Background: an optimization exercise with open tools, aiming at small area and a short achievable clock period. Do not read the settings as production practice. Where RTL was checked, it was by simulation tests only, not by an equivalence proof against the original. Only the layout flow was run in runs 1 and 3 to 7; the RTL was not checked for function there. In every run shown here, the design's own scripts or RTL, not TritonCTS, make the clock network. No driver is modelled on the clock port, so clock power and skew are understated where the tree is cut down; a real chip needs a root buffer or a tree. Power figures rest on the tool's default switching activity, not on a simulated workload.

File: design.v
module hb_task_queue_core #(
    parameter DEPTH = 16,
    parameter WIDTH = 32
)(
    input  logic clk,
    input  logic reset,                  
    input  logic push_req,
    input  logic [WIDTH-1:0] data_in,
    output logic full,
    output logic valid_out,
    output logic [WIDTH-1:0] data_out,
    input  logic pop_req,
    output logic empty                   
);
    localparam RDEPTH = DEPTH - 1;       
    logic [WIDTH-1:0] head_q;
    logic [WIDTH-1:0] slot [0:RDEPTH-1];
    logic [DEPTH-1:0] occ_lo;            
    logic             nfull_q;           
    logic [DEPTH:0]   occ;               
    logic             valid_q, full_q;   
    logic             le1_q;             
    logic             mid_q;             
    assign data_out  = head_q;
    assign valid_out = valid_q;
    assign full      = full_q;
    assign empty     = occ[0];
    assign occ       = {!nfull_q, occ_lo};
    wire push_ok = push_req && !occ[DEPTH];
    wire pop_ok  = pop_req && !occ[0];
    wire inc     = push_ok && !pop_ok;
    wire dec     = pop_ok && !push_ok;
    wire head_en = occ[0] ? push_req : pop_req;
    logic [WIDTH-1:0] head_d;
    always_comb begin
        head_d = le1_q ? data_in : '0;
        for (int j = 0; j < RDEPTH; j++)
            head_d = head_d | (occ[j+2] ? slot[j] : '0);
    end
    always_ff @(posedge clk) begin
        if (head_en)
            head_q <= head_d;
        else
            head_q <= head_q & {WIDTH{!occ[0]}};
    end
    wire shift = push_req && mid_q;
    always_ff @(posedge clk) begin
        if (shift) begin
            slot[0] <= data_in;
            for (int j = 1; j < RDEPTH; j++)
                slot[j] <= slot[j-1];
        end
    end
    logic [DEPTH:0] occ_n;
    always_comb begin
        occ_n = occ;
        if (inc)      occ_n = {occ[DEPTH-1:0], 1'b0};
        else if (dec) occ_n = {1'b0, occ[DEPTH:1]};
    end
    always_ff @(posedge clk) begin
        if (reset) begin
            occ_lo  <= {{(DEPTH-1){1'b0}}, 1'b1};
            nfull_q <= 1'b1;
            valid_q <= 1'b0;
            full_q  <= 1'b0;
            le1_q   <= 1'b1;
            mid_q   <= 1'b0;
        end else begin
            occ_lo  <= occ_n[DEPTH-1:0];
            nfull_q <= !occ_n[DEPTH];
            valid_q <= !occ_n[0];
            full_q  <= occ_n[DEPTH];
            le1_q   <= occ_n[0] | occ_n[1];
            mid_q   <= !occ_n[0] && !occ_n[DEPTH];
        end
    end
endmodule
module hb_task_distributor (
    input  logic clk,
    input  logic reset,                  
    input  logic in_valid,
    input  logic [31:0] in_data,
    output logic out_valid,
    output logic [31:0] out_data,
    input  logic consumer_ready
);
    logic buffered_valid;                
    logic buffered_empty;                
    logic [31:0] buffered_data;
    assign out_valid = buffered_valid;
    assign out_data  = buffered_data;
    always_ff @(posedge clk) begin
        if (in_valid && buffered_empty)
            buffered_data <= in_data;
        else
            buffered_data <= buffered_data & {32{!buffered_empty}};
    end
    logic valid_n;
    always_comb begin
        if (buffered_empty)
            valid_n = in_valid;
        else
            valid_n = !consumer_ready;
    end
    always_ff @(posedge clk) begin
        if (reset) begin
            buffered_valid <= 1'b0;
            buffered_empty <= 1'b1;
        end else begin
            buffered_valid <= valid_n;
            buffered_empty <= !valid_n;
        end
    end
endmodule
module hb_arbiter_banked (
    input  logic clk,
    input  logic reset,                  
    input  logic in_valid,
    input  logic [31:0] in_data,
    output logic [1:0] grant_out,
    output logic [1:0] served_bank
);
    logic rr;
    logic [1:0] grant;
    assign grant_out   = grant;
    assign served_bank = grant;
    always_ff @(posedge clk) begin
        if (reset) begin
            grant <= 2'b00;
            rr    <= 1'b0;
        end else begin
            grant <= in_valid ? (rr ? 2'b10 : 2'b01) : 2'b00;
            if (in_valid) rr <= ~rr;
        end
    end
endmodule
module hb_task_queue_top (
    input  logic        clk,
    input  logic        reset,             
    input  logic        push_req,
    input  logic [31:0] data_in,
    input  logic        pop_req,
    output logic        full,
    output logic        valid_out,
    output logic [31:0] data_out,
    input  logic        consumer_ready,
    output logic        dist_out_valid,
    output logic [31:0] dist_out_data,
    output logic [1:0]  grant_out,
    output logic [1:0]  served_bank
);
    logic q_empty;
    hb_task_queue_core #(.DEPTH(16), .WIDTH(32)) dut_queue (
        .clk(clk),
        .reset(reset),
        .push_req(push_req),
        .data_in(data_in),
        .full(full),
        .valid_out(valid_out),
        .data_out(data_out),
        .pop_req(pop_req),
        .empty(q_empty)
    );
    hb_task_distributor distributor (
        .clk(clk),
        .reset(reset),
        .in_valid(!q_empty),
        .in_data(data_out),
        .out_valid(dist_out_valid),
        .out_data(dist_out_data),
        .consumer_ready(consumer_ready)
    );
    hb_arbiter_banked arbiter (
        .clk(clk),
        .reset(reset),
        .in_valid(!q_empty),
        .in_data(data_out),
        .grant_out(grant_out),
        .served_bank(served_bank)
    );
endmodule
File: flow/run.sh
#!/bin/bash
# Own layout flow: the standard ORFS flow, with two changes:
#  - the clock tree is built by flow/pre_cts.tcl (two inverter levels) in
#    place of TritonCTS;
#  - every port gets a buf_2 as its port buffer.
# Each ORFS step writes its full log under orfs/logs/; make's own output goes
# to flow_make.log in the work folder.
set -euo pipefail
W=$(pwd)
bash standard.sh \
  PRE_CTS_TCL="$W/flow/pre_cts.tcl" \
  BUFFER_PORTS_ARGS="-buffer_cell sky130_fd_sc_hd__buf_2" \
  finish > "$W/flow_make.log" 2>&1
File: flow/mtree.tcl
# Manual two-level clock tree: NROOT root cells fed by the clock port, each
# driving a group of leaf cells; each leaf cell drives a cluster of sinks.
# The cells may be buffers or inverters (two inverter levels keep the
# clock's polarity).
proc manual_cts {nroot nleaf rootcell leafcell} {
  set block [ord::get_db_block]
  set db [ord::get_db]
  set clknet [$block findNet clk]
  set sinks {}
  foreach it [$clknet getITerms] {
    lassign [$it getAvgXY] ok x y
    lappend sinks [list $it $x $y]
  }
  set n [llength $sinks]
  puts "manual_cts: $n sinks"
  # balanced recursive bisection into nleaf clusters
  proc bisect {pts k} {
    if {$k <= 1} { return [list $pts] }
    set xs [lmap p $pts {lindex $p 1}]; set ys [lmap p $pts {lindex $p 2}]
    set dx [expr {[tcl::mathfunc::max {*}$xs] - [tcl::mathfunc::min {*}$xs]}]
    set dy [expr {[tcl::mathfunc::max {*}$ys] - [tcl::mathfunc::min {*}$ys]}]
    set idx [expr {$dx >= $dy ? 1 : 2}]
    set s [lsort -real -index $idx $pts]
    set k1 [expr {$k / 2}]; set k2 [expr {$k - $k1}]
    set cut [expr {round([llength $s] * double($k1) / $k)}]
    return [concat [bisect [lrange $s 0 [expr {$cut-1}]] $k1] [bisect [lrange $s $cut end] $k2]]
  }
  set clusters [bisect $sinks $nleaf]
  set lmaster [$db findMaster $leafcell]
  set rmaster [$db findMaster $rootcell]
  set leaves {}
  set i 0
  foreach c $clusters {
    set sx 0; set sy 0
    foreach p $c { set sx [expr {$sx + [lindex $p 1]}]; set sy [expr {$sy + [lindex $p 2]}] }
    set cx [expr {round($sx / [llength $c])}]; set cy [expr {round($sy / [llength $c])}]
    set inst [odb::dbInst_create $block $lmaster "clkbuf_leaf_m$i"]
    set net [odb::dbNet_create $block "clknet_leaf_m$i"]
    $net setSigType CLOCK
    foreach p $c { set it [lindex $p 0]; $it disconnect; $it connect $net }
    [outpin $inst] connect $net
    $inst setLocation $cx $cy
    $inst setPlacementStatus PLACED
    lappend leaves [list $inst $cx $cy]
    incr i
  }
  set groups [bisect $leaves $nroot]
  set i 0
  foreach g $groups {
    set sx 0; set sy 0
    foreach p $g { set sx [expr {$sx + [lindex $p 1]}]; set sy [expr {$sy + [lindex $p 2]}] }
    set cx [expr {round($sx / [llength $g])}]; set cy [expr {round($sy / [llength $g])}]
    set inst [odb::dbInst_create $block $rmaster "clkbuf_root_m$i"]
    set net [odb::dbNet_create $block "clknet_root_m$i"]
    $net setSigType CLOCK
    foreach p $g { [[lindex $p 0] findITerm A] connect $net }
    [outpin $inst] connect $net
    [$inst findITerm A] connect $clknet
    $inst setLocation $cx $cy
    $inst setPlacementStatus PLACED
    incr i
  }
  $clknet setSigType CLOCK
  puts "manual_cts: [llength $clusters] leaves, [llength $groups] roots"
}
proc outpin {inst} {
  foreach it [$inst getITerms] { if {[$it isOutputSignal]} { return $it } }
}
File: flow/pre_cts.tcl
# Sourced by ORFS's cts.tcl before clock tree synthesis (PRE_CTS_TCL).
# Replaces TritonCTS with a two-level tree built by manual_cts: four root
# inverters on the clock port, each driving a group of leaf inverters, each
# leaf inverter driving a compact cluster of about 24 flip-flops. Two
# single-stage inverter levels instead of TritonCTS's three buffer levels:
# the clock arrives at every register earlier, with the same small skew.
source [file join [file dirname [info script]] mtree.tcl]

rename clock_tree_synthesis tritoncts_clock_tree_synthesis
proc clock_tree_synthesis {args} {
  set n [llength [[[ord::get_db_block] findNet clk] getITerms]]
  set nleaf [expr {max(4, ($n + 23) / 24)}]
  manual_cts 4 $nleaf sky130_fd_sc_hd__inv_16 sky130_fd_sc_hd__inv_16
  set_propagated_clock [all_clocks]
}
File: standard.sh
#!/bin/bash
# synth_recipe.tcl (not shown) runs the flow's synth.tcl, then flattens the netlist and writes it again
# the make line also repeats each setting of config.mk as NAME=value (left out here)
make -C /OpenROAD-flow-scripts/flow DESIGN_CONFIG=/design/flow/config.mk WORK_HOME=/design/flow/orfs CLKGATE_MAP_FILE= SYNTH_SCRIPT=/design/flow/synth_recipe.tcl "${@:-finish}"
File: config.mk
export PLATFORM = sky130hd
export DESIGN_NAME = hb_task_queue_top
export DESIGN_NICKNAME = hb_task_queue_top
export VERILOG_FILES = /design/flow/design.v
export SDC_FILE = /design/flow/constraint.sdc
export NUM_CORES = 4
export LEC_CHECK = 0
export CAP_MARGIN = 20
export CORE_MARGIN = 2
export CORE_UTILIZATION = 60
export PLACE_DENSITY = 0.72
export SETUP_SLACK_MARGIN = 1.9
export SLEW_MARGIN = 20
File: constraint.sdc
create_clock -name core_clock -period 3.6 [get_ports {clk}]
set_input_delay 0.7200 -clock core_clock [delete_from_list [all_inputs] [get_ports {clk}]]
set_output_delay 0.7200 -clock core_clock [all_outputs]
set_load 0.01 [all_outputs]
==> out/qor.csv, run 1 <==
stage,metric,value,unit
outcome,status,timing/DRC/antenna clean,
floorplan,num_io_pins,108,
min_path,hold_end,dut_queue.slot[4][30]$_DFFE_PP_,
drt,vias_per_cell,6.74,
final_layout,layout_common_cells,"480 x edfxtp_1, 144 x a22o_1, 111 x a221oi_1",
setup_path,worst_r2r_path_depth,6,
job,maxCapViolCount,0,
timing,fin_crit,1750,ps
timing,max_slew_margin,56.8,%
grt,grt_pass1_wl,71.1,mm
drt,dr.pass1.iters,5,
synth,ys_warn_count,4,
timing,holdWs,448,ps
synth,yosysSeqAreaShare,78.4,%
synth,synth.cell_area,0.0207,mm2
timing,setup_viol,0,
pwr,power_density,488,mW/mm2
placed_design,gp_congestion,0.798,
timing,worst_pin_slew,649,ps
drt,drc,0,
synth,synth_edf_count,480,
drt,drt.antenna.violating_nets,0,
clocking,cts.clk_slew.worst_paths,80,ps
grt,antenna_found_initial,1,
setup_path,worst_setup_path_start_kind,input pin,
drt,vias,12000,
floorplan,dieWidth,190,um
setup_path,r2r_start,dut_queue.nfull_q$_SDFF_PP1_,
pwr,ir_drop,0.366,mV
clocking,clock_latency,190,ps
setup_path,worst-path-max-fanout,8,
synth,async_flop_share,0,%
synth,synth-seq-cells,570,
timing,fin_worst_skew,11.8,ps
synth,syn_inst,1200,
placed_design,postPlaceCellArea,0.0216,mm2
timing,fin_setup_tns,0,ps
setup_path,startpoint,push_req,
floorplan,start_util,61.3,%
min_path,hold_depth,0,
grt,grt_pass1_vias,11600,
drt,drtIter0Drc,1262,
setup_path,worstPathRequired,3720,ps
floorplan,coreArea,0.0337,mm2
pwr,p_leak,7.77,nW
drt,avgRoutedWirePerCell,27.1,um
placed_design,dpl_worst_slack,1190,ps
timing,setup_slack,1850,ps
final_layout,final_common_cell,edfxtp_1,
final_layout,final_nets,1379,
setup_path,rrSetupSlack,1880,ps
timing,hold_violations,0,
drt,wirelength,48.4,mm
placed_design,dpl.cell_count,1710,
final_layout,antenna_cells,0,
setup_path,end_kind,register,
final_layout,layout-drive-gt1-share,21.7,%
setup_path,r2r-end,dut_queue.head_q[20]$_DFF_P_,
min_path,hold_path.class,reg -> reg,
grt,grt-ovfl-total,0,
synth,synthFlopType,edfxtp_1,
timing,rsz0062_at_grt,true,
timing,finalCritPeriodShare,48.5,%
floorplan,die_h,190,um
final_layout,fin_area,0.0230,mm2
timing,fmax,572,MHz
synth,synth_cell_type_count,34,
pwr,power,11.2,mW
timing,slew_viol_final,0,
final_layout,nFillCells,2235,
synth,syn-num-nets,1239,
final_layout,finalCoreUtilization,68.4,%
placed_design,portBuffers,107,
final_layout,finalNonFillerCells,1786,
floorplan,dieArea,0.0360,mm2
synth,syn_area_per_cell,17.2,um2
min_path,hp-start,dut_queue.slot[3][30]$_DFFE_PP_,
setup_path,cp.arrival,1870,ps
grt,grt_max_degree,63,
placed_design,dp_hpwl,27.8,mm
grt,grtUsageTotal,26.3,%
setup_path,worst-setup-path-type,in -> reg,
final_layout,area_delta_synth_final,11.5,%
floorplan,rows,67,
-- worst max-delay path, stage by stage --
cell,delay [ps]
buf_12,110
nand2_4,80
inv_2,50
ha_4,200
clkbuf_16,160
nand3b_1,160
a21oi_1,210
a21oi_1,70
nor2_1,110
-- metal layers --
metal / track usage [%] / part of all wire, %
met3: 3.50 / 8.9
met2: 42.7 / 48
met5: 0 / 0.023
met4: 5.99 / 2.5
met1: 38.7 / 41
-- synthesized netlist by cell type (8+ instances only) --
library cell / n / area [um2]
buf_4: 9 / 67.6
mux2i_1: 10 / 100
clkbuf_1: 31 / 116
nand3b_1: 14 / 105
nand4_1: 32 / 200
buf_6: 22 / 248
a221oi_1: 126 / 1100
dfxtp_1: 90 / 1800
o21ai_0: 37 / 185
buf_2: 16 / 80.1
a22o_2: 8 / 80.1
nor2_1: 25 / 93.8
a22o_1: 144 / 1260
nand2_1: 47 / 176
nand3_1: 8 / 40.0
a21oi_1: 30 / 150
edfxtp_1: 480 / 14400
inv_1: 38 / 143
-- kinds of logic (layout without fill, tap and decap cells) --
kind of cell	count (synthesis)	in the layout	share of synthesized area [%]
compound gates	352	352	13.7
xor+xnor	1	1	0.0424
fa+ha+maj	2	2	0.121
mux	10	10	0.484
simple gates	136	137	3.29
flops	570	570	78.4
buf+inv	129	266	3.87
-- timing repair --
item / in CTS / in global routing
resized for setup: 64 / 28
pin swaps: 5 / 9
buffers inserted: 19 / 20
hold buffers: 0 / 0
endpoints found under the setup margin: 524 / 187
gates cloned: 7 / 2
-- worst max path at each step --
| stage | to | slack, ps | depth (start not counted) |
|---|---|---|---|
| global route | dut_queue.occ_lo[14]$_SDFFE_PP0P_ | 1790 | 9 |
| floorplan | dut_queue.slot[0][0]$_DFFE_PP_ | -1000 | 2 |
| detailed placement | dut_queue.slot[8][1]$_DFFE_PP_ | 1190 | 3 |
| finish | dut_queue.occ_lo[12]$_SDFFE_PP0P_ | 1850 | 9 |
| CTS | dut_queue.head_q[24]$_DFF_P_ | 1860 | 6 |
| global placement | dut_queue.slot[1][4]$_DFFE_PP_ | 1230 | 3 |
-- where the power goes --
group,internal [mW],leakage (nW),switching (mW)
clock,0.517,0.274,2.39
combinational,0.262,2.31,0.389
sequential,7.47,5.18,0.204
-- state kept, by name, summed over array words and instances, names as in the netlist --
register and flops:
dut_queue.slot 480, distributor.buffered_data 32, dut_queue.head_q 32, dut_queue.occ_lo 16
arbiter.grant 2, arbiter.rr 1, distributor.buffered_empty 1, distributor.buffered_valid 1
dut_queue.full_q 1, dut_queue.le1_q 1, dut_queue.mid_q 1, dut_queue.nfull_q 1
dut_queue.valid_q 1
-- final cells by class --
class / instances / area, um2 / area share (%)
inverter: 66 / 707 / 3.07
tap: 448 / 561 / 2.43
sequential: 570 / 16300 / 70.6
multi-input combinational: 502 / 3860 / 16.8
timing repair buffer: 200 / 1640 / 7.13
==> run 2: changes to the inputs <==
--- a/design.v
+++ b/design.v
@@ -16,6 +16,4 @@
     logic [WIDTH-1:0] head_q;
     logic [WIDTH-1:0] slot [0:RDEPTH-1];
-    logic [DEPTH-1:0] occ_lo;            
-    logic             nfull_q;           
     logic [DEPTH:0]   occ;               
     logic             valid_q, full_q;   
@@ -26,5 +24,4 @@
     assign full      = full_q;
     assign empty     = occ[0];
-    assign occ       = {!nfull_q, occ_lo};
     wire push_ok = push_req && !occ[DEPTH];
     wire pop_ok  = pop_req && !occ[0];
@@ -60,6 +57,5 @@
     always_ff @(posedge clk) begin
         if (reset) begin
-            occ_lo  <= {{(DEPTH-1){1'b0}}, 1'b1};
-            nfull_q <= 1'b1;
+            occ     <= {{DEPTH{1'b0}}, 1'b1};
             valid_q <= 1'b0;
             full_q  <= 1'b0;
@@ -67,6 +63,5 @@
             mid_q   <= 1'b0;
         end else begin
-            occ_lo  <= occ_n[DEPTH-1:0];
-            nfull_q <= !occ_n[DEPTH];
+            occ     <= occ_n;
             valid_q <= !occ_n[0];
             full_q  <= occ_n[DEPTH];
==> out/qor.csv, run 2 <==
stage,metric,value,unit,change
floorplan,dieWidth,189,um,-0.45%
grt,grt_pass1_wl,71.1,mm,about the same
timing,fmax,579,MHz,+1.2%
clocking,cts.clk_slew.worst_paths,80,ps,about the same
floorplan,num_io_pins,108,,unchanged
synth,synth-seq-cells,569,,-0.18%
final_layout,area_delta_synth_final,12.1,%,
setup_path,cp_slowest_cell,a22o_1,,
pwr,power_density,487,mW/mm2,-0.13%
floorplan,die_h,189,um,-0.45%
setup_path,worst-setup-path-type,in -> reg,,
timing,holdWs,450,ps,+1.52 ps
synth,yosysSeqAreaShare,79.1,%,+0.62 points
floorplan,rows,67,,unchanged
timing,finalCritPeriodShare,48.0,%,-0.56 points
synth,synth_top_area_share,70.4,%,+0.64 points
timing,fin_crit,1730,ps,-20.3 ps
setup_path,crit_chain,buf_2 -> a22o_1 -> a221oi_1 -> nand4_1 -> mux2i_1 -> o21ai_0,,
placed_design,portBuffers,107,,unchanged
setup_path,worst-path-max-fanout,2,,-6
placed_design,dpl.cell_count,1698,,-0.70%
synth,yosysMostFrequentCell,edfxtp_1,,
timing,hold_violations,0,,unchanged
timing,fin_worst_skew,11.2,ps,-0.558 ps
floorplan,start_util,60.9,%,-0.41 points
synth,synthFlopType,edfxtp_1,,
synth,syn-num-nets,1236,,-0.24%
timing,rsz0062_at_grt,true,,
final_layout,final_common_cell,edfxtp_1,,
setup_path,worstPathRequired,3670,ps,-50 ps
final_layout,largest_reg_flops,480,,unchanged
final_layout,fin_area,0.0230,mm2,-0.35%
pwr,p_leak,7.71,nW,-0.66%
synth,ys_warn_count,4,,unchanged
pwr,ir_drop,0.483,mV,+32%
clocking,clock_latency,190,ps,about the same
pwr,p_seq_share,68.2,%,about the same
synth,synth_top_area_cell,edfxtp_1,,
placed_design,gp_congestion,0.796,,-0.25%
pwr,intPower,8.22,mW,-0.36%
setup_path,cp_top_family,compound AO/OA/AOI/OAI gates,,
synth,synth_edf_count,480,,unchanged
final_layout,layout_common_cells,"480 x edfxtp_1, 152 x a22o_1, 105 x a221oi_1",,
grt,grtUsageTotal,26.3,%,+0.059 points
pwr,power,11.2,mW,-0.48%
drt,drtIter0Drc,1333,,+5.6%
timing,fin_setup_tns,0,ps,unchanged
timing,slew_viol_final,0,,unchanged
grt,grt-ovfl-total,0,,unchanged
final_layout,layout-drive-gt1-share,21.1,%,-0.68 points
final_layout,finalNonFillerCells,1778,,-0.45%
drt,avgRoutedWirePerCell,27.0,um,-0.60%
setup_path,crit_buf_inv,1,,-2
setup_path,cp.arrival,1790,ps,-80 ps
drt,vias,11900,,-1.2%
synth,synth_common_cells,"480 x edfxtp_1, 152 x a22o_1, 127 x a221oi_1, 89 x dfxtp_1, 47 x nand2_1",,
setup_path,max_stage_delay,220,ps,about the same
grt,grt_max_degree,45,,-29%
floorplan,dieArea,0.0356,mm2,-0.89%
drt,vias_per_cell,6.70,,-0.71%
final_layout,top_register,dut_queue.slot,,
pwr,netSwitchingPower,2.96,mW,-0.80%
drt,wirelength,47.9,mm,-1.0%
pwr,combPwrFrac,5.9,%,about the same
synth,syn_inst,1197,,-0.25%
grt,grt_pass1_vias,11700,,+0.80%
setup_path,end_kind,register,,
pwr,p_sw_share,26.5,%,-0.086 points
synth,synth.cell_area,0.0205,mm2,-0.91%
setup_path,worst_setup_path_start_kind,input pin,,
synth,async_flop_share,0,%,unchanged
drt,dr.pass1.iters,5,,unchanged
timing,max_slew_margin,33.5,%,-23 points
placed_design,postPlaceCellArea,0.0214,mm2,-0.58%
timing,worst_pin_slew,995,ps,+347 ps
timing,setup_viol,0,,unchanged
outcome,status,timing/DRC/antenna clean,,
drt,drc,0,,unchanged
job,maxCapViolCount,0,,unchanged
min_path,hold_path.class,reg -> reg,,
final_layout,final_nets,1370,,-0.65%
synth,synth_area_leaders,"edfxtp_1 70%, dfxtp_1 8.7%, a22o_1 6.5%",,
synth,synth_cell_type_count,30,,-12%
drt,drt.antenna.violating_nets,0,,unchanged
pwr,clkPwrFrac,25.9,%,about the same
synth,syn_area_per_cell,17.1,um2,-0.66%
placed_design,dp_hpwl,26.9,mm,-3.4%
grt,antenna_found_initial,2,,+1
final_layout,top_regs,"dut_queue.slot x480, distributor.buffered_data x32, dut_queue.head_q x32",,
floorplan,coreArea,0.0336,mm2,-0.25%
run 2: kinds of logic (layout without fill, tap and decap cells):
kind of cell | count (synthesis) | after routing | share of synthesized area [%]
buf+inv | 127 | 257 | 3.16
compound gates | 352 | 352 | 13.8
xor+xnor | 1 | 1 | 0.0428
simple gates | 136 | 138 | 3.34
flops | 569 | 569 | 79.1
other cells | 0 | 1 | 0
mux | 10 | 10 | 0.489
fa+ha+maj | 2 | 2 | 0.122
run 2: through the flow:
stage / worst slack [ps] / utilization [%]
global route: 1810 / 68.3
finish: 1870 / 68.3
global placement: 1160 / 63.8
CTS: 1900 / 67.3
detailed placement: 1130 / 63.8
floorplan: -1020 / -
run 2: cell type report:
cell class,instances,area (um2)
antenna,1,2.50
fill,2156,10700
inverter,64,698
multi-input combinational,503,3890
sequential,569,16200
tap,448,561
timing repair buffer,193,1560
run 2: routing by layer:
metal	part of all wire [%]	GRT usage, %
met5	0	0
met4	3.3	7.99
met3	8.3	3.09
met2	48	43.1
met1	40	37.8
run 2: power groups by stage:
stage / Sequential, mW / Clock, mW / Combinational, mW
4_1_cts: 7.63 / 2.96 / 0.635
3_3_place_gp: 7.77 / 0 / 0.537
3_5_place_dp: 7.78 / 0 / 0.549
5_1_grt: 7.66 / 3.19 / 0.711
2_1_floorplan: 7.77 / 0 / 0.324
6_report: 7.62 / 2.90 / 0.658
run 2: what timing repair did:
item                       4_1_cts  5_1_grt
setup endpoints to repair      505      205
setup buffers                   28       15
gates cloned                     8        0
pin swaps                        8       22
hold buffers                     0        0
gates resized for setup         56       39
run 2: final timing paths:
path / endpoint / start / slack, ps / cells after the start
max: dut_queue.head_q[20]$_DFF_P_ / data_in[20] / 1870 / 6
min: dut_queue.slot[12][15]$_DFFE_PP_ / dut_queue.slot[11][15]$_DFFE_PP_ / 450 / 0
min reg2reg: dut_queue.slot[12][15]$_DFFE_PP_ / dut_queue.slot[11][15]$_DFFE_PP_ / 450 / 0
max reg2reg: dut_queue.head_q[26]$_DFF_P_ / dut_queue.occ[5]$_SDFFE_PP0P_ / 1920 / 6
==> run 3: changes to the inputs <==
--- a/design.v
+++ b/design.v
@@ -16,4 +16,6 @@
     logic [WIDTH-1:0] head_q;
     logic [WIDTH-1:0] slot [0:RDEPTH-1];
+    logic [DEPTH-1:0] occ_lo;            
+    logic             nfull_q;           
     logic [DEPTH:0]   occ;               
     logic             valid_q, full_q;   
@@ -24,8 +26,5 @@
     assign full      = full_q;
     assign empty     = occ[0];
-    wire push_ok = push_req && !occ[DEPTH];
-    wire pop_ok  = pop_req && !occ[0];
-    wire inc     = push_ok && !pop_ok;
-    wire dec     = pop_ok && !push_ok;
+    assign occ       = {!nfull_q, occ_lo};
     wire head_en = occ[0] ? push_req : pop_req;
     logic [WIDTH-1:0] head_d;
@@ -49,13 +48,36 @@
         end
     end
-    logic [DEPTH:0] occ_n;
+    logic [DEPTH:0] occ_up, occ_dn, occ_both, occ_n;
     always_comb begin
-        occ_n = occ;
-        if (inc)      occ_n = {occ[DEPTH-1:0], 1'b0};
-        else if (dec) occ_n = {1'b0, occ[DEPTH:1]};
+        occ_up          = {occ[DEPTH-1:0], 1'b0};
+        occ_up[DEPTH]   = occ[DEPTH-1] | occ[DEPTH];
+        occ_dn          = {1'b0, occ[DEPTH:1]};
+        occ_dn[0]       = occ[0] | occ[1];
+        occ_both        = occ;
+        occ_both[0]     = 1'b0;
+        occ_both[1]     = occ[0] | occ[1];
+        occ_both[DEPTH-1] = occ[DEPTH-1] | occ[DEPTH];
+        occ_both[DEPTH] = 1'b0;
+    end
+    function automatic [3:0] flags(input [DEPTH:0] o);
+        flags = {!o[0], o[DEPTH], o[0] | o[1], !o[0] && !o[DEPTH]};
+    endfunction
+    wire [3:0] fl_hold = flags(occ);
+    wire [3:0] fl_up   = flags(occ_up);
+    wire [3:0] fl_dn   = flags(occ_dn);
+    wire [3:0] fl_both = flags(occ_both);
+    logic [3:0] fl_n;
+    always_comb begin
+        case ({push_req, pop_req})
+            2'b10:   begin occ_n = occ_up;   fl_n = fl_up;   end
+            2'b01:   begin occ_n = occ_dn;   fl_n = fl_dn;   end
+            2'b11:   begin occ_n = occ_both; fl_n = fl_both; end
+            default: begin occ_n = occ;      fl_n = fl_hold; end
+        endcase
     end
     always_ff @(posedge clk) begin
         if (reset) begin
-            occ     <= {{DEPTH{1'b0}}, 1'b1};
+            occ_lo  <= {{(DEPTH-1){1'b0}}, 1'b1};
+            nfull_q <= 1'b1;
             valid_q <= 1'b0;
             full_q  <= 1'b0;
@@ -63,9 +85,7 @@
             mid_q   <= 1'b0;
         end else begin
-            occ     <= occ_n;
-            valid_q <= !occ_n[0];
-            full_q  <= occ_n[DEPTH];
-            le1_q   <= occ_n[0] | occ_n[1];
-            mid_q   <= !occ_n[0] && !occ_n[DEPTH];
+            occ_lo  <= occ_n[DEPTH-1:0];
+            nfull_q <= !occ_n[DEPTH];
+            {valid_q, full_q, le1_q, mid_q} <= fl_n;
         end
     end
==> out/qor.csv, run 3 <==
stage,metric,value,unit,change
timing,fin_setup_tns,0,ps,unchanged
drt,vias_per_cell,6.81,,+1.6%
floorplan,rows,67,,unchanged
timing,fin_crit,1690,ps,-37.0 ps
outcome,status,timing/DRC/antenna clean,,
synth,synthFlopType,edfxtp_1,,
job,maxCapViolCount,0,,unchanged
final_layout,nFillCells,2168,,+0.56%
floorplan,coreArea,0.0336,mm2,unchanged
setup_path,max_stage_delay,300,ps,+80 ps
synth,synth-seq-cells,570,,+0.18%
setup_path,cp_slowest_cell,a211o_1,,
drt,wirelength,48.9,mm,+2.0%
synth,synth_cell_type_count,30,,unchanged
synth,yosysSeqAreaShare,78.9,%,-0.15 points
floorplan,die_h,189,um,+0.15%
synth,synth_common_cells,"480 x edfxtp_1, 173 x a22o_1, 129 x a221oi_1, 90 x dfxtp_1, 42 x clkbuf_1",,
min_path,hold_path.class,reg -> reg,,
grt,grt_max_degree,41,,-8.9%
drt,avgRoutedWirePerCell,28.0,um,+3.8%
placed_design,postPlaceCellArea,0.0215,mm2,+0.13%
setup_path,worst-setup-path-type,in -> reg,,
timing,slew_viol_final,0,,unchanged
synth,synth_top_area_cell,edfxtp_1,,
final_layout,top_regs,"dut_queue.slot x480, distributor.buffered_data x32, dut_queue.head_q x32",,
final_layout,area_delta_synth_final,11.8,%,
timing,fmax,592,MHz,+2.2%
synth,synth.cell_area,0.0205,mm2,+0.31%
pwr,ir_drop,0.346,mV,-28%
synth,async_flop_share,0,%,unchanged
timing,setup_slack,1910,ps,+37.0 ps
synth,synth_edf_count,480,,unchanged
setup_path,worst-path-max-fanout,4,,+2
setup_path,cp.arrival,1790,ps,about the same
final_layout,largest_reg_flops,480,,unchanged
final_layout,layout-drive-gt1-share,19.2,%,-1.8 points
drt,dr.pass1.iters,5,,unchanged
final_layout,finalNonFillerCells,1748,,-1.7%
placed_design,dpl.cell_count,1679,,-1.1%
synth,synth_area_leaders,"edfxtp_1 70%, dfxtp_1 8.8%, a22o_1 7.4%",,
drt,drt.antenna.violating_nets,0,,unchanged
timing,hold_violations,0,,unchanged
grt,grt_pass1_wl,71.7,mm,+0.79%
setup_path,end_kind,register,,
synth,yosysMostFrequentCell,edfxtp_1,,
final_layout,antenna_cells,0,,-1
final_layout,layout_common_cells,"480 x edfxtp_1, 173 x a22o_1, 115 x a221oi_1",,
final_layout,top_register,dut_queue.slot,,
floorplan,dieWidth,189,um,+0.15%
clocking,cts_hold_buffers,0,,unchanged
timing,rsz0062_at_grt,true,,
floorplan,start_util,61.1,%,+0.19 points
synth,synth_top_area_share,70.1,%,-0.22 points
setup_path,worst_setup_path_start_kind,input pin,,
pwr,power_density,482,mW/mm2,-0.97%
timing,worst_pin_slew,669,ps,-326 ps
synth,syn-num-nets,1221,,-1.2%
synth,syn_area_per_cell,17.4,um2,+1.8%
clocking,clock_latency,200,ps,about the same
grt,grtUsageTotal,26.7,%,+0.32 points
final_layout,final_nets,1344,,-1.9%
timing,holdWs,446,ps,-3.75 ps
timing,setup_viol,0,,unchanged
final_layout,final_common_cell,edfxtp_1,,
grt,grt-ovfl-total,0,,unchanged
grt,grt_pass1_vias,11400,,-2.5%
synth,syn_inst,1179,,-1.5%
pwr,p_leak,7.68,nW,-0.40%
placed_design,gp_congestion,0.791,,-0.63%
setup_path,worstPathRequired,3700,ps,+30 ps
timing,max_slew_margin,55.4,%,+22 points
placed_design,dp_hpwl,26.2,mm,-2.3%
synth,ys_warn_count,4,,unchanged
placed_design,portBuffers,107,,unchanged
final_layout,fin_area,0.0230,mm2,about the same
drt,vias,11900,,-0.076%
floorplan,dieArea,0.0357,mm2,+0.31%
grt,antenna_found_initial,1,,-1
placed_design,dpl_worst_slack,1250,ps,+126 ps
clocking,cts.clk_slew.worst_paths,90,ps,about the same
timing,finalCritPeriodShare,46.9,%,-1.0 points
drt,drtIter0Drc,1443,,+8.3%
drt,drc,0,,unchanged
setup_path,crit_chain,buf_12 -> buf_4 -> ha_1 -> a21oi_1 -> o21ai_1 -> a211o_1,,
floorplan,num_io_pins,108,,unchanged
timing,fin_worst_skew,23.9,ps,+12.7 ps
## run 3: layout make-up
cell class	count	area, um2	share of cell area (%)
Inverter	67	719	3.13
Timing Repair Buffer	178	1630	7.11
Multi-Input combinational cell	485	3820	16.6
Tap cell	448	561	2.44
Sequential cell	570	16200	70.7
## run 3: per-stage QoR
stage               total power, mW  util (%)
floorplan                      7.95         -
global placement               8.17      63.8
detailed placement             8.19      63.8
CTS                            11.1      67.4
global route                   11.4      68.4
finish                         11.1      68.4
## run 3: cell families after synthesis
family	count (synthesis)	synth area share (%)
xor+xnor	1	0.0426
compound gates	362	14.4
simple gates	115	2.75
buf+inv	126	3.55
fa+ha+maj	5	0.304
flops	570	78.9
## run 3: what timing repair did
action,in CTS,in global routing
gates cloned,10,2
resized for setup,50,32
pin swaps,4,6
endpoints found under the setup margin,541,208
hold endpoints to repair,0,0
setup buffers,15,14
## run 3: critical path, delay by kind of cell
family	cells	cell delay (ps)
buffers and inverters	2	250
adders and majority gates	1	250
AOI/OAI and AO/OA	3	570
## run 3: power breakdown
group	internal, mW	total (mW)	switching [mW]
Sequential	7.39	7.54	0.156
Clock	0.517	2.92	2.40
Combinational	0.254	0.623	0.369
## run 3: routing by layer
| metal | GRT usage (%) | routed length, um | up-vias |
|---|---|---|---|
| li1 | - | - | 5053 |
| met1 | 40.2 | 20100 | 6064 |
| met2 | 42.6 | 23300 | 712 |
| met3 | 3.71 | 4690 | 68 |
| met4 | 4.72 | 799 | 0 |
| met5 | 0 | 0 | - |
## run 3: final timing paths
check	start	to	slack, ps	cells after the start
max	pop_req	dut_queue.le1_q$_SDFF_PP1_	1910	6
max reg2reg	dut_queue.occ_lo[9]$_SDFFE_PP0P_	dut_queue.head_q[14]$_DFF_P_	1940	4
min reg2reg	dut_queue.slot[4][4]$_DFFE_PP_	dut_queue.slot[5][4]$_DFFE_PP_	450	0
min	dut_queue.slot[4][4]$_DFFE_PP_	dut_queue.slot[5][4]$_DFFE_PP_	450	0
==> run 4: changes to the inputs <==
--- a/config.mk
+++ b/config.mk
@@ -10,4 +10,4 @@
 export CORE_UTILIZATION = 60
 export PLACE_DENSITY = 0.72
-export SETUP_SLACK_MARGIN = 1.9
+export SETUP_SLACK_MARGIN = 2.1
 export SLEW_MARGIN = 20
==> out/qor.csv, run 4 <==
stage,metric,value,unit,change
setup_path,worst-path-max-fanout,5,,+1
synth,synth_edf_count,480,,unchanged
setup_path,cp_top_family,buffers and inverters,,
placed_design,postPlaceCellArea,0.0214,mm2,-0.12%
timing,holdWs,449,ps,+3.68 ps
timing,hold_violations,0,,unchanged
final_layout,area_delta_synth_final,22.2,%,
pwr,ir_drop,0.390,mV,+13%
final_layout,final_nets,1444,,+7.4%
synth,synthFlopType,edfxtp_1,,
final_layout,finalCoreUtilization,74.7,%,+6.4 points
final_layout,finalNonFillerCells,1848,,+5.7%
grt,grtUsageMet1,43.9,%,+3.6 points
setup_path,worst-setup-path-type,in -> reg,,
final_layout,top_register,dut_queue.slot,,
setup_path,cp_slowest_cell,and2_4,,
setup_path,end_kind,register,,
job,maxCapViolCount,0,,unchanged
synth,syn_inst,1179,,unchanged
floorplan,rows,67,,unchanged
placed_design,dpl_worst_slack,1290,ps,+34.6 ps
min_path,hold_depth,2,,+2
floorplan,num_io_pins,108,,unchanged
grt,met3_usage,3.48,%,-0.22 points
timing,finalCritPeriodShare,48.8,%,+1.9 points
grt,grtUsageTotal,28.3,%,+1.7 points
drt,wirelength,57.3,mm,+17%
floorplan,coreArea,0.0336,mm2,unchanged
floorplan,dieArea,0.0357,mm2,unchanged
placed_design,dpl.cell_count,1674,,-0.30%
setup_path,worst_r2r_path_depth,5,,+1
setup_path,max_stage_delay,180,ps,-120 ps
setup_path,r2r_start,dut_queue.occ_lo[2]$_SDFFE_PP0P_,,
setup_path,worst_setup_path_start_kind,input pin,,
drt,drc,0,,unchanged
clocking,clock_latency,200,ps,about the same
drt,avgRoutedWirePerCell,31.0,um,+11%
final_layout,layout_common_cells,"480 x edfxtp_1, 173 x a22o_1, 109 x a221oi_1",,
synth,yosysSeqAreaShare,78.9,%,unchanged
synth,syn-num-nets,1221,,unchanged
timing,fmax,569,MHz,-3.8%
synth,synth_top_area_cell,edfxtp_1,,
timing,fin_worst_skew,22.7,ps,-1.19 ps
final_layout,final_common_cell,edfxtp_1,,
synth,synth-seq-cells,570,,unchanged
setup_path,rrSetupSlack,1870,ps,-70 ps
placed_design,gp_congestion,0.778,,-1.7%
setup_path,r2r-end,dut_queue.head_q[3]$_DFF_P_,,
grt,grt-ovfl-total,0,,unchanged
timing,rsz0062_at_grt,true,,
drt,dr.pass1.iters,6,,+1
synth,yosysMostFrequentCell,edfxtp_1,,
timing,fin_crit,1760,ps,+67.4 ps
drt,drtIter0Drc,1696,,+18%
timing,fin_setup_tns,0,ps,unchanged
floorplan,die_h,189,um,unchanged
min_path,hold_end,distributor.buffered_data[1]$_DFF_P_,,
floorplan,start_util,61.1,%,unchanged
setup_path,crit_buf_inv,6,,+4
synth,synth_cell_type_count,30,,unchanged
drt,vias_per_cell,7.00,,+2.8%
final_layout,antenna_cells,0,,unchanged
placed_design,dp_hpwl,25.2,mm,-3.8%
pwr,p_leak,8.62,nW,+12%
drt,drt.antenna.violating_nets,0,,unchanged
grt,gr-usage-met2,43.6,%,+1.0 points
timing,setup_slack,1840,ps,-67.4 ps
synth,synth_common_cells,"480 x edfxtp_1, 173 x a22o_1, 129 x a221oi_1, 90 x dfxtp_1, 42 x clkbuf_1",,
synth,async_flop_share,0,%,unchanged
timing,setup_viol,0,,unchanged
floorplan,dieWidth,189,um,unchanged
min_path,hp-start,distributor.buffered_data[1]$_DFF_P_,,
final_layout,largest_reg_flops,480,,unchanged
placed_design,portBuffers,107,,unchanged
grt,grt_pass1_wl,75.2,mm,+4.9%
timing,worst_pin_slew,504,ps,-165 ps
grt,antenna_found_initial,0,,-1
setup_path,cp.arrival,1720,ps,-70 ps
pwr,power_density,454,mW/mm2,-5.8%
synth,syn_area_per_cell,17.4,um2,unchanged
synth,synth_area_leaders,"edfxtp_1 70%, dfxtp_1 8.8%, a22o_1 7.4%",,
final_layout,layout-drive-gt1-share,27.4,%,+8.2 points
clocking,cts.clk_slew.worst_paths,80,ps,about the same
synth,synth_top_area_share,70.1,%,unchanged
setup_path,worstPathRequired,3560,ps,-140 ps
synth,ys_warn_count,4,,unchanged
setup_path,crit_chain,buf_12 -> and2_4 -> buf_12 -> clkbuf_16 -> buf_6 -> clkbuf_16 -> clkbuf_16,,
synth,synth.cell_area,0.0205,mm2,unchanged
timing,max_slew_margin,66.4,%,+11 points
outcome,status,timing/DRC/antenna clean,,
pwr,power,11.4,mW,+2.9%
clocking,cts_hold_buffers,0,,unchanged
final_layout,fin_area,0.0251,mm2,+9.3%
timing,slew_viol_final,0,,unchanged
grt,grt_max_degree,85,,+110%
setup_path,cpMostUsedCell,clkbuf_16,,
final_layout,top_regs,"dut_queue.slot x480, distributor.buffered_data x32, dut_queue.head_q x32",,
drt,vias,12900,,+8.7%
grt,grt_pass1_vias,11500,,+0.92%
min_path,hold_path.class,reg -> reg,,
grt,busiest_layer,met1,,
==> run 4: cell counts after synthesis <==
No cell type changed its count.
==> run 4: final cells by class <==
| type | count | area [um2] |
|---|---|---|
| multi-input combinational | 485 | 3940 |
| fill | 1873 | 8500 |
| inverter | 67 | 724 |
| timing repair buffer | 278 | 3630 |
| sequential | 570 | 16300 |
| tap | 448 | 561 |
==> run 4: logic make-up (layout without fill, tap and decap cells) <==
family	count (synthesis)	in the layout	synth area share (%)
DFF	570	570	78.9
buffers and inverters	126	345	3.55
xor gates and xnor gates	1	1	0.0426
and+or+nand+nor	115	117	2.75
adders and majority gates	5	5	0.304
AOI/OAI and AO/OA	362	362	14.4
==> run 4: how the worst max path moves through the flow <==
| stage | startpoint | endpoint | slack (ps) | cells past startpoint |
|---|---|---|---|---|
| final | push_req | dut_queue.slot[3][10]$_DFFE_PP_ | 1840 | 7 |
| after global routing | pop_req | dut_queue.occ_lo[4]$_SDFFE_PP0P_ | 1820 | 8 |
| after CTS | pop_req | dut_queue.head_q[29]$_DFF_P_ | 1900 | 8 |
| after detailed placement | push_req | dut_queue.slot[7][15]$_DFFE_PP_ | 1290 | 3 |
| after global placement | push_req | dut_queue.slot[0][18]$_DFFE_PP_ | 1330 | 3 |
| after floorplan | push_req | dut_queue.slot[0][0]$_DFFE_PP_ | -880 | 1 |
==> run 4: worst register-to-register path, stage by stage, from the launching register on <==
cell       delay (ps)
dfxtp_2           380
bufbuf_16         330
a22o_1            260
a221oi_2          220
nand4_1           160
a22o_1            250
==> run 4: what timing repair did <==
action / 4_1_cts / 5_1_grt
setup buffers: 49 / 23
gates resized for setup: 139 / 83
pin swaps: 15 / 16
setup endpoints to repair: 569 / 531
endpoints found under the hold margin: 0 / 0
gates cloned: 20 / 54
==> run 4: power breakdown <==
group / internal (mW) / switching (mW) / leakage [nW]
combinational: 0.445 / 0.451 / 3.20
clock: 0.519 / 2.43 / 0.274
sequential: 7.39 / 0.171 / 5.14
total: 8.35 / 3.06 / 8.62
==> run 4: layer usage <==
metal,up-vias,share of wire (%),routed length (um)
met5,-,0,0
met4,0,4.3,2490
met3,165,12,6630
met2,991,46,26400
met1,6493,38,21800
li1,5280,-,-
==> run 5: changes to the inputs <==
--- a/config.mk
+++ b/config.mk
@@ -6,4 +6,5 @@
 export NUM_CORES = 4
 export LEC_CHECK = 0
+export ABC_CLOCK_PERIOD_IN_PS = 1600
 export CAP_MARGIN = 20
 export CORE_MARGIN = 2
==> out/qor.csv, run 5 <==
stage,metric,value,unit,change
timing,fmax,569,MHz,unchanged
drt,vias,12900,,unchanged
setup_path,crit_buf_inv,6,,unchanged
drt,wirelength,57.3,mm,unchanged
synth,synth_edf_count,480,,unchanged
grt,grtUsageTotal,28.3,%,unchanged
setup_path,end_kind,register,,
final_layout,layout_common_cells,"480 x edfxtp_1, 173 x a22o_1, 109 x a221oi_1",,
synth,async_flop_share,0,%,unchanged
grt,grt-ovfl-total,0,,unchanged
final_layout,final_common_cell,edfxtp_1,,
clocking,cts_hold_buffers,0,,unchanged
setup_path,cp_top_family,buffers and inverters,,
synth,synthFlopType,edfxtp_1,,
drt,avgRoutedWirePerCell,31.0,um,unchanged
setup_path,worst-setup-path-type,in -> reg,,
job,maxCapViolCount,0,,unchanged
setup_path,worst-path-max-fanout,5,,unchanged
timing,finalCritPeriodShare,48.8,%,unchanged
drt,vias_per_cell,7.00,,unchanged
synth,yosysSeqAreaShare,78.9,%,unchanged
synth,synth_area_leaders,"edfxtp_1 70%, dfxtp_1 8.8%, a22o_1 7.4%",,
final_layout,area_delta_synth_final,22.2,%,unchanged
timing,max_slew_margin,66.4,%,unchanged
synth,synth.cell_area,0.0205,mm2,unchanged
setup_path,worstPathRequired,3560,ps,about the same
timing,rsz0062_at_grt,true,,
floorplan,num_io_pins,108,,unchanged
synth,synth_cell_type_count,30,,unchanged
setup_path,crit_chain,buf_12 -> and2_4 -> buf_12 -> clkbuf_16 -> buf_6 -> clkbuf_16 -> clkbuf_16,,
pwr,ir_drop,0.390,mV,unchanged
final_layout,largest_reg_flops,480,,unchanged
grt,grt_max_degree,85,,unchanged
min_path,hold_path.class,reg -> reg,,
final_layout,seqCellArea,0.0163,mm2,unchanged
clocking,clock_latency,200,ps,about the same
setup_path,cp_slowest_cell,and2_4,,
final_layout,nFillCells,1873,,unchanged
final_layout,fin_area,0.0251,mm2,unchanged
timing,worst_pin_slew,504,ps,unchanged
floorplan,dieArea,0.0357,mm2,unchanged
synth,synth-seq-cells,570,,unchanged
drt,drt.antenna.violating_nets,0,,unchanged
synth,synth_top_area_cell,edfxtp_1,,
synth,syn_inst,1179,,unchanged
final_layout,finalCoreUtilization,74.7,%,unchanged
pwr,p_leak,8.62,nW,unchanged
floorplan,die_h,189,um,unchanged
clocking,cts.clk_slew.worst_paths,80,ps,about the same
final_layout,final_nets,1444,,unchanged
grt,antenna_found_initial,0,,unchanged
outcome,status,timing/DRC/antenna clean,,
timing,fin_worst_skew,22.7,ps,unchanged
final_layout,antenna_cells,0,,unchanged
synth,syn_area_per_cell,17.4,um2,unchanged
floorplan,dieWidth,189,um,unchanged
timing,fin_crit,1760,ps,unchanged
synth,ys_warn_count,4,,unchanged
drt,drtIter0Drc,1696,,unchanged
timing,hold_violations,0,,unchanged
placed_design,gp_congestion,0.778,,unchanged
synth,synth_common_cells,"480 x edfxtp_1, 173 x a22o_1, 129 x a221oi_1, 90 x dfxtp_1, 42 x clkbuf_1",,
drt,dr.pass1.iters,6,,unchanged
floorplan,coreArea,0.0336,mm2,unchanged
final_layout,top_regs,"dut_queue.slot x480, distributor.buffered_data x32, dut_queue.head_q x32",,
grt,grt_pass1_vias,11500,,unchanged
setup_path,max_stage_delay,180,ps,about the same
placed_design,portBuffers,107,,unchanged
final_layout,layout-drive-gt1-share,27.4,%,unchanged
timing,fin_setup_tns,0,ps,unchanged
setup_path,cpMostUsedCell,clkbuf_16,,
placed_design,postPlaceCellArea,0.0214,mm2,unchanged
pwr,power,11.4,mW,unchanged
synth,syn-num-nets,1221,,unchanged
final_layout,multiInputGateArea,0.00394,mm2,unchanged
floorplan,start_util,61.1,%,unchanged
pwr,power_density,454,mW/mm2,unchanged
setup_path,worst_setup_path_start_kind,input pin,,
placed_design,dp_hpwl,25.2,mm,unchanged
timing,setup_viol,0,,unchanged
grt,grt_pass1_wl,75.2,mm,unchanged
timing,slew_viol_final,0,,unchanged
drt,drc,0,,unchanged
synth,yosysMostFrequentCell,edfxtp_1,,
final_layout,top_register,dut_queue.slot,,
synth,synth_top_area_share,70.1,%,unchanged
floorplan,rows,67,,unchanged
setup_path,cp.arrival,1720,ps,about the same
run 5: worst register-to-register path: stages, from the launching register on:
cell and delay [ps]:
dfxtp_2 380, bufbuf_16 330, a22o_1 260, a221oi_2 220, nand4_1 160, a22o_1 250
run 5: cell families (layout without fill, tap and decap cells):
logic type / count (synthesis) / count (layout) / synth area share (%)
AO/OA/AOI/OAI: 362 / 362 / 14.4
flip-flops: 570 / 570 / 78.9
adder cells (fa/ha/maj): 5 / 5 / 0.304
AND/OR/NAND/NOR: 115 / 117 / 2.75
XOR/XNOR: 1 / 1 / 0.0426
buffers and inverters: 126 / 345 / 3.55
run 5: path summary, 6_finish.rpt:
| check | endpoint | from | slack [ps] | depth (start not counted) |
|---|---|---|---|---|
| max reg2reg | dut_queue.head_q[3]$_DFF_P_ | dut_queue.occ_lo[2]$_SDFFE_PP0P_ | 1870 | 5 |
| max | dut_queue.slot[3][10]$_DFFE_PP_ | push_req | 1840 | 7 |
| min reg2reg | distributor.buffered_data[1]$_DFF_P_ | distributor.buffered_data[1]$_DFF_P_ | 450 | 2 |
| min | distributor.buffered_data[1]$_DFF_P_ | distributor.buffered_data[1]$_DFF_P_ | 450 | 2 |
run 5: power by group:
group	internal, mW	total (mW)	switching (mW)
Combinational	0.445	0.897	0.451
Sequential	7.39	7.56	0.171
Clock	0.519	2.95	2.43
run 5: stage by stage:
step | std cells | worst slack (ps) | hold WS (ps)
2_1_floorplan | 1179 | -878 | 427
3_3_place_gp | 1674 | 1330 | 429
3_5_place_dp | 1674 | 1290 | 435
4_1_cts | 1771 | 1900 | 452
5_1_grt | 1848 | 1820 | 462
6_report | 1848 | 1840 | 449
run 5: area by class of cell:
class	count	share of cell area, %
well taps	448	2.23
repair buffers	278	14.4
inverters	67	2.88
flip-flops and latches	570	64.8
multi-input cells	485	15.7
run 5: timing repair:
| action | in CTS | in global routing |
|---|---|---|
| gates resized for setup | 139 | 83 |
| pin swaps | 15 | 16 |
| setup buffers | 49 | 23 |
| setup endpoints to repair | 569 | 531 |
| cloned | 20 | 54 |
run 5: per-layer routing:
metal | vias to the layer above | global-route usage, % | routed length (um)
li1 | 5280 | - | -
met1 | 6493 | 43.9 | 21800
met2 | 991 | 43.6 | 26400
met3 | 165 | 3.48 | 6630
met4 | 0 | 6.70 | 2490
met5 | - | 0 | 0
==> run 6: changes to the inputs <==
--- a/config.mk
+++ b/config.mk
@@ -6,9 +6,8 @@
 export NUM_CORES = 4
 export LEC_CHECK = 0
-export ABC_CLOCK_PERIOD_IN_PS = 1600
 export CAP_MARGIN = 20
 export CORE_MARGIN = 2
 export CORE_UTILIZATION = 60
 export PLACE_DENSITY = 0.72
-export SETUP_SLACK_MARGIN = 2.1
+export SETUP_SLACK_MARGIN = 1.95
 export SLEW_MARGIN = 20
==> out/qor.csv, run 6 <==
stage,metric,value,unit,change
grt,antenna_found_initial,0,,unchanged
synth,synth_top_area_cell,edfxtp_1,,
clocking,cts.clk_slew.worst_paths,80,ps,about the same
timing,setup_viol,0,,unchanged
synth,synth_cell_type_count,30,,unchanged
synth,synth-seq-cells,570,,unchanged
pwr,power_density,483,mW/mm2,+6.3%
setup_path,worst_setup_path_start_kind,input pin,,
synth,synth_top_area_share,70.1,%,unchanged
pwr,power,11.1,mW,-2.6%
timing,hold_violations,0,,unchanged
synth,syn_inst,1179,,unchanged
pwr,p_sw_share,26.6,%,-0.19 points
drt,drc,0,,unchanged
synth,yosysMostFrequentCell,edfxtp_1,,
job,maxCapViolCount,0,,unchanged
synth,synth_edf_count,480,,unchanged
timing,holdWs,442,ps,-7.69 ps
outcome,status,timing/DRC/antenna clean,,
timing,finalCritPeriodShare,48.3,%,-0.50 points
final_layout,finalCoreUtilization,68.5,%,-6.2 points
pwr,ir_drop,0.338,mV,-13%
final_layout,top_regs,"dut_queue.slot x480, distributor.buffered_data x32, dut_queue.head_q x32",,
final_layout,largest_reg_flops,480,,unchanged
final_layout,final_common_cell,edfxtp_1,,
final_layout,layout_common_cells,"480 x edfxtp_1, 173 x a22o_1, 122 x a221oi_1",,
clocking,clock_latency,190,ps,about the same
timing,fmax,575,MHz,+1.0%
synth,synth_common_cells,"480 x edfxtp_1, 173 x a22o_1, 129 x a221oi_1, 90 x dfxtp_1, 42 x clkbuf_1",,
floorplan,rows,67,,unchanged
floorplan,dieArea,0.0357,mm2,unchanged
synth,synth.cell_area,0.0205,mm2,unchanged
drt,vias,12000,,-6.9%
final_layout,top_register,dut_queue.slot,,
pwr,intPower,8.16,mW,-2.3%
floorplan,num_io_pins,108,,unchanged
pwr,clkPwrFrac,26.4,%,+0.5 points
pwr,p_seq_share,67.9,%,+1.6 points
grt,grt-ovfl-total,0,,unchanged
floorplan,die_h,189,um,unchanged
synth,syn-num-nets,1221,,unchanged
grt,grtUsageTotal,27.4,%,-0.93 points
grt,grt_pass1_wl,73.5,mm,-2.3%
drt,drt.antenna.violating_nets,0,,unchanged
setup_path,worst-path-max-fanout,5,,unchanged
drt,wirelength,50.0,mm,-13%
final_layout,area_delta_synth_final,12.0,%,
drt,drtIter0Drc,1473,,-13%
grt,grt_pass1_vias,11800,,+2.8%
placed_design,portBuffers,107,,unchanged
synth,async_flop_share,0,%,unchanged
synth,syn_area_per_cell,17.4,um2,unchanged
final_layout,layout-drive-gt1-share,20.5,%,-7.0 points
setup_path,worst-setup-path-type,in -> reg,,
final_layout,final_nets,1348,,-6.6%
grt,grt_max_degree,60,,-29%
drt,vias_per_cell,6.87,,-1.8%
synth,yosysSeqAreaShare,78.9,%,unchanged
floorplan,start_util,61.1,%,unchanged
drt,avgRoutedWirePerCell,28.5,um,-8.0%
setup_path,end_kind,register,,
placed_design,gp_congestion,0.792,,+1.9%
synth,synthFlopType,edfxtp_1,,
drt,dr.pass1.iters,5,,-1
pwr,p_leak,7.69,nW,-11%
synth,synth_area_leaders,"edfxtp_1 70%, dfxtp_1 8.8%, a22o_1 7.4%",,
synth,ys_warn_count,4,,unchanged
floorplan,dieWidth,189,um,unchanged
timing,rsz0062_at_grt,true,,
final_layout,antenna_cells,0,,unchanged
pwr,netSwitchingPower,2.96,mW,-3.3%
timing,fin_worst_skew,14.2,ps,-8.45 ps
clocking,cts_hold_buffers,0,,unchanged
timing,slew_viol_final,0,,unchanged
min_path,hold_path.class,reg -> reg,,
pwr,combPwrFrac,5.7,%,-2.2 points
timing,max_slew_margin,50.2,%,-16 points
timing,fin_crit,1740,ps,-18.1 ps
timing,worst_pin_slew,745,ps,+241 ps
floorplan,coreArea,0.0336,mm2,unchanged
timing,fin_setup_tns,0,ps,unchanged
placed_design,dp_hpwl,26.9,mm,+6.4%
setup_path,cp.arrival,1870,ps,+150 ps
setup_path,worstPathRequired,3730,ps,+170 ps
==> run 6: cell counts after synthesis <==
Identical to the previous run, type by type.
==> run 6: final timing paths <==
path	startpoint	to	slack, ps	depth (start not counted)
max	pop_req	dut_queue.head_q[15]$_DFF_P_	1860	8
min	dut_queue.slot[5][31]$_DFFE_PP_	dut_queue.slot[6][31]$_DFFE_PP_	440	0
max reg2reg	dut_queue.occ_lo[2]$_SDFFE_PP0P_	dut_queue.head_q[7]$_DFF_P_	1930	5
min reg2reg	dut_queue.slot[5][31]$_DFFE_PP_	dut_queue.slot[6][31]$_DFFE_PP_	440	0
==> run 6: kinds of logic after synthesis <==
logic type	count (synthesis)	synth area share [%]
adders and majority gates	5	0.304
xor gates and xnor gates	1	0.0426
AOI/OAI and AO/OA	362	14.4
buffers and inverters	126	3.55
DFF	570	78.9
and+or+nand+nor	115	2.75
==> run 6: per-stage QoR <==
step                worst slack [ps]  instance area [um2]  cells
CTS                             1940                22700   1743
detailed placement              1260                21400   1679
finish                          1860                23000   1752
global placement                1330                21400   1679
floorplan                       -878                20700   1179
global route                    1850                23000   1752
==> run 6: worst max-delay path, stage by stage <==
cell and delay, ps:
buf_12 90, clkinvlp_4 140, buf_6 160, buf_4 130, o21ai_4 160, buf_12 170, clkbuf_16 170, a22o_1 120
==> run 6: power groups by stage <==
stage	clock, mW	combinational, mW	sequential, mW
6_report	2.94	0.632	7.54
5_1_grt	3.19	0.670	7.57
4_1_cts	2.99	0.576	7.54
3_5_place_dp	0	0.498	7.69
3_3_place_gp	0	0.484	7.68
2_1_floorplan	0	0.261	7.69
==> run 6: area by class of cell <==
class | count | area, um2
fill | 2151 | 10600
inverter | 67 | 722
multi-input combinational | 486 | 3860
sequential | 570 | 16300
tap | 448 | 561
timing repair buffer | 181 | 1610
==> run 6: layer usage <==
metal  vias up  share of wire (%)  wire length, um  track usage (%)
met5         -                  0                0                0
met4         0                2.8             1390             6.16
met3        90                9.3             4650             3.43
met2       692                 48            24100             45.1
met1      6191                 40            19800             39.9
li1       5068                  -                -                -
==> run 6: timing repair <==
item / in CTS / in global routing
endpoints found under the setup margin: 547 / 120
buffers inserted: 30 / 5
endpoints found under the hold margin: 0 / 0
gates cloned: 6 / 4
pin swaps: 16 / 12
gates resized for setup: 88 / 29
==> run 7: changes to the inputs <==
--- a/config.mk
+++ b/config.mk
@@ -10,4 +10,4 @@
 export CORE_UTILIZATION = 60
 export PLACE_DENSITY = 0.72
-export SETUP_SLACK_MARGIN = 1.95
+export SETUP_SLACK_MARGIN = 2.0
 export SLEW_MARGIN = 20
==> out/qor.csv, run 7 <==
stage,metric,value,unit,change
outcome,status,timing/DRC/antenna clean,,
synth,syn-num-nets,1221,,unchanged
timing,setup_viol,0,,unchanged
synth,synthFlopType,edfxtp_1,,
drt,vias_per_cell,6.75,,-1.8%
drt,drc,0,,unchanged
final_layout,layout_common_cells,"480 x edfxtp_1, 173 x a22o_1, 119 x a221oi_1",,
timing,worst_pin_slew,586,ps,-160 ps
timing,slew_viol_final,0,,unchanged
final_layout,largest_reg_flops,480,,unchanged
floorplan,coreArea,0.0336,mm2,unchanged
floorplan,dieWidth,189,um,unchanged
floorplan,dieArea,0.0357,mm2,unchanged
setup_path,end_kind,register,,
setup_path,rrSetupSlack,1970,ps,+40 ps
clocking,cts.clk_slew.worst_paths,80,ps,about the same
synth,synth.cell_area,0.0205,mm2,unchanged
final_layout,antenna_cells,0,,unchanged
job,maxCapViolCount,0,,unchanged
synth,synth-seq-cells,570,,unchanged
placed_design,gp_congestion,0.793,,+0.10%
min_path,hold_end,dut_queue.slot[14][22]$_DFFE_PP_,,
min_path,hold_path.class,reg -> reg,,
floorplan,start_util,61.1,%,unchanged
setup_path,r2r-end,dut_queue.head_q[2]$_DFF_P_,,
setup_path,worst_setup_path_start_kind,input pin,,
placed_design,portBuffers,107,,unchanged
setup_path,r2r_start,dut_queue.le1_q$_SDFF_PP1_,,
grt,grt_pass1_wl,73.2,mm,-0.38%
drt,drtIter0Drc,1603,,+8.8%
timing,fin_setup_tns,0,ps,unchanged
pwr,ir_drop,0.361,mV,+6.8%
setup_path,max_stage_delay,260,ps,+90 ps
setup_path,cp_slowest_cell,a22o_1,,
setup_path,crit_chain,buf_8 -> clkinvlp_4 -> ha_4 -> buf_4 -> a22o_1 -> a21oi_2 -> nor2_1,,
floorplan,die_h,189,um,unchanged
drt,avgRoutedWirePerCell,28.3,um,-0.78%
drt,drt.antenna.violating_nets,0,,unchanged
final_layout,final_nets,1374,,+1.9%
final_layout,multiInputGateArea,0.00385,mm2,-0.32%
synth,synth_top_area_share,70.1,%,unchanged
timing,setup_slack,1820,ps,-38.5 ps
min_path,hp-start,dut_queue.slot[13][22]$_DFFE_PP_,,
grt,antenna_found_initial,0,,unchanged
pwr,power,11.2,mW,+0.65%
pwr,p_leak,7.93,nW,+3.1%
floorplan,num_io_pins,108,,unchanged
synth,yosysSeqAreaShare,78.9,%,unchanged
pwr,power_density,475,mW/mm2,-1.5%
synth,async_flop_share,0,%,unchanged
final_layout,fin_area,0.0235,mm2,+2.2%
setup_path,cp.arrival,1840,ps,-30 ps
timing,fmax,562,MHz,-2.2%
final_layout,finalCoreUtilization,70.0,%,+1.5 points
setup_path,worstPathRequired,3660,ps,-70 ps
setup_path,startpoint,pop_req,,
drt,dr.pass1.iters,7,,+2
min_path,hold_depth,0,,unchanged
synth,synth_cell_type_count,30,,unchanged
drt,wl_met1,20.4,mm,+3.0%
timing,fin_worst_skew,15.7,ps,+1.52 ps
final_layout,seqCellArea,0.0163,mm2,about the same
final_layout,nFillCells,2090,,-2.8%
drt,wirelength,50.3,mm,+0.69%
placed_design,dpl_worst_slack,1290,ps,+22.3 ps
drt,wl_met2,24.1,mm,-0.31%
final_layout,top_regs,"dut_queue.slot x480, distributor.buffered_data x32, dut_queue.head_q x32",,
drt,dr_wl_met3,4.38,mm,-5.8%
synth,ys_warn_count,4,,unchanged
synth,syn_inst,1179,,unchanged
setup_path,worst-path-max-fanout,8,,+3
floorplan,rows,67,,unchanged
synth,syn_area_per_cell,17.4,um2,unchanged
grt,grt_pass1_vias,11700,,-0.89%
timing,finalCritPeriodShare,49.4,%,+1.1 points
final_layout,top_register,dut_queue.slot,,
drt,vias,12000,,-0.30%
synth,synth_top_area_cell,edfxtp_1,,
final_layout,final_common_cell,edfxtp_1,,
grt,grtUsageTotal,27.3,%,-0.10 points
clocking,cts_hold_buffers,0,,unchanged
clocking,clock_latency,190,ps,about the same
drt,highest_layer,met4,,
final_layout,layout-drive-gt1-share,22.4,%,+1.9 points
timing,fin_crit,1780,ps,+38.5 ps
timing,rsz0062_at_grt,true,,
timing,max_slew_margin,60.9,%,+11 points
placed_design,dp_hpwl,26.4,mm,-1.7%
synth,yosysMostFrequentCell,edfxtp_1,,
synth,synth_common_cells,"480 x edfxtp_1, 173 x a22o_1, 129 x a221oi_1, 90 x dfxtp_1, 42 x clkbuf_1",,
grt,grt_max_degree,96,,+60%
final_layout,area_delta_synth_final,14.5,%,
synth,synth_edf_count,480,,unchanged
setup_path,worst-setup-path-type,in -> reg,,
grt,grt-ovfl-total,0,,unchanged
placed_design,postPlaceCellArea,0.0215,mm2,+0.16%
timing,hold_violations,0,,unchanged
synth,synth_area_leaders,"edfxtp_1 70%, dfxtp_1 8.8%, a22o_1 7.4%",,
setup_path,worst_r2r_path_depth,4,,-1
[run 7: changes by cell type in the layout (fill, tap and decap cells not counted), moves of 2 or more]
cell	change
buf_16	+12
buf_4	+7
buf_6	+5
a21oi_2	+4
a221oi_1	-3
a221oi_2	+3
a21oi_1	-2
a21oi_4	-2
clkbuf_16	+2
dfxtp_2	+2
dfxtp_4	-2
nor2_4	-2
[run 7: cell families (layout without fill, tap and decap cells)]
| logic type | count (synthesis) | count (layout) | synth area share, % |
|---|---|---|---|
| AND/OR/NAND/NOR | 115 | 117 | 2.75 |
| flip-flops | 570 | 570 | 78.9 |
| buffers and inverters | 126 | 275 | 3.55 |
| AO/OA/AOI/OAI | 362 | 362 | 14.4 |
| XOR/XNOR | 1 | 1 | 0.0426 |
| adder cells (fa/ha/maj) | 5 | 5 | 0.304 |
[run 7: repair_timing]
| action | in CTS | in global routing |
|---|---|---|
| resized for setup | 100 | 29 |
| buffers inserted | 46 | 6 |
| endpoints found under the setup margin | 546 | 459 |
| pin swaps | 11 | 19 |
| gates cloned | 15 | 6 |
[run 7: power breakdown]
| part | internal [mW] | switching (mW) | leakage [nW] | total, mW |
|---|---|---|---|---|
| clock | 0.519 | 2.40 | 0.274 | 2.92 |
| combinational | 0.320 | 0.391 | 2.51 | 0.710 |
| sequential | 7.39 | 0.168 | 5.14 | 7.55 |
| total | 8.22 | 2.96 | 7.93 | 11.2 |
[run 7: worst max-delay path by stage]
stage	to	slack [ps]	cells after the start
finish	dut_queue.occ_lo[2]$_SDFFE_PP0P_	1820	7
global route	dut_queue.occ_lo[3]$_SDFFE_PP0P_	1790	7
CTS	dut_queue.slot[4][19]$_DFFE_PP_	1890	4
detailed placement	dut_queue.slot[1][27]$_DFFE_PP_	1290	3
global placement	dut_queue.slot[4][27]$_DFFE_PP_	1310	3
floorplan	dut_queue.slot[0][0]$_DFFE_PP_	-880	1
[run 7: per-layer routing]
metal	track usage, %	vias to the layer above
met5	0	-
met4	7.45	0
met3	3.39	105
met2	44.5	672
met1	39.5	6106
li1	-	5122
[run 7: stage by stage]
step / cells / hold WS, ps
3_5_place_dp: 1677 / 435
3_3_place_gp: 1677 / 429
2_1_floorplan: 1179 / 427
5_1_grt: 1778 / 455
4_1_cts: 1766 / 447
6_report: 1778 / 446
[run 7: critical path: cells and delay by family]
kind,cells,cell delay [ps]
buffers and inverters,3,400
adder cells (fa/ha/maj),1,220
AND/OR/NAND/NOR,1,60
AO/OA/AOI/OAI,2,420
[run 7: cell type report]
class / instances / share of cell area [%]
flip-flops and latches: 570 / 69.1
multi-input cells: 485 / 16.4
repair buffers: 208 / 9.06
inverters: 67 / 3.08
well taps: 448 / 2.38

[separate check: timing with driven ports]
No port has a modelled driver above. Below, the same layouts with a new extraction and two added sets of constraints. Step 1 (the two cells are an assumption about what drives the block):
set clk [get_ports {clk}]
set_driving_cell -lib_cell sky130_fd_sc_hd__clkbuf_16 $clk
set_driving_cell -lib_cell sky130_fd_sc_hd__buf_2 [delete_from_list [all_inputs] $clk]
Step 2 times the ports against the registers' clock, not the clock port: input delays grow and output delays shrink by t, the midpoint of the rising clock arrivals with the driver on. a / b / c = no drivers / after step 1 / after step 2; a / b = the first two.
| run | shift t [ns] | slack for setup (ns) | clock arrival spread, ns | worst slew at a driven data input, ns | cell pins on the clock port's net |
|---|---|---|---|---|---|
| run 1 | 0.407 | 1.853 / 1.879 / 1.605 | 0.013 / 0.013 | 0.08 | 4 |
| run 2 | 0.405 | 1.873 / 1.829 / 1.658 | 0.013 / 0.013 | 0.09 | 4 |
| run 3 | 0.400 | 1.910 / 1.819 / 1.663 | 0.024 / 0.024 | 0.07 | 4 |
| run 4 | 0.408 | 1.843 / 1.873 / 1.590 | 0.023 / 0.023 | 0.07 | 4 |
| run 5 | 0.408 | 1.843 / 1.873 / 1.590 | 0.023 / 0.023 | 0.07 | 4 |
| run 6 | 0.406 | 1.861 / 1.825 / 1.615 | 0.015 / 0.015 | 0.07 | 4 |
| run 7 | 0.399 | 1.822 / 1.811 / 1.591 | 0.016 / 0.016 | 0.07 | 4 |
After both steps every run listed still meets setup and hold.
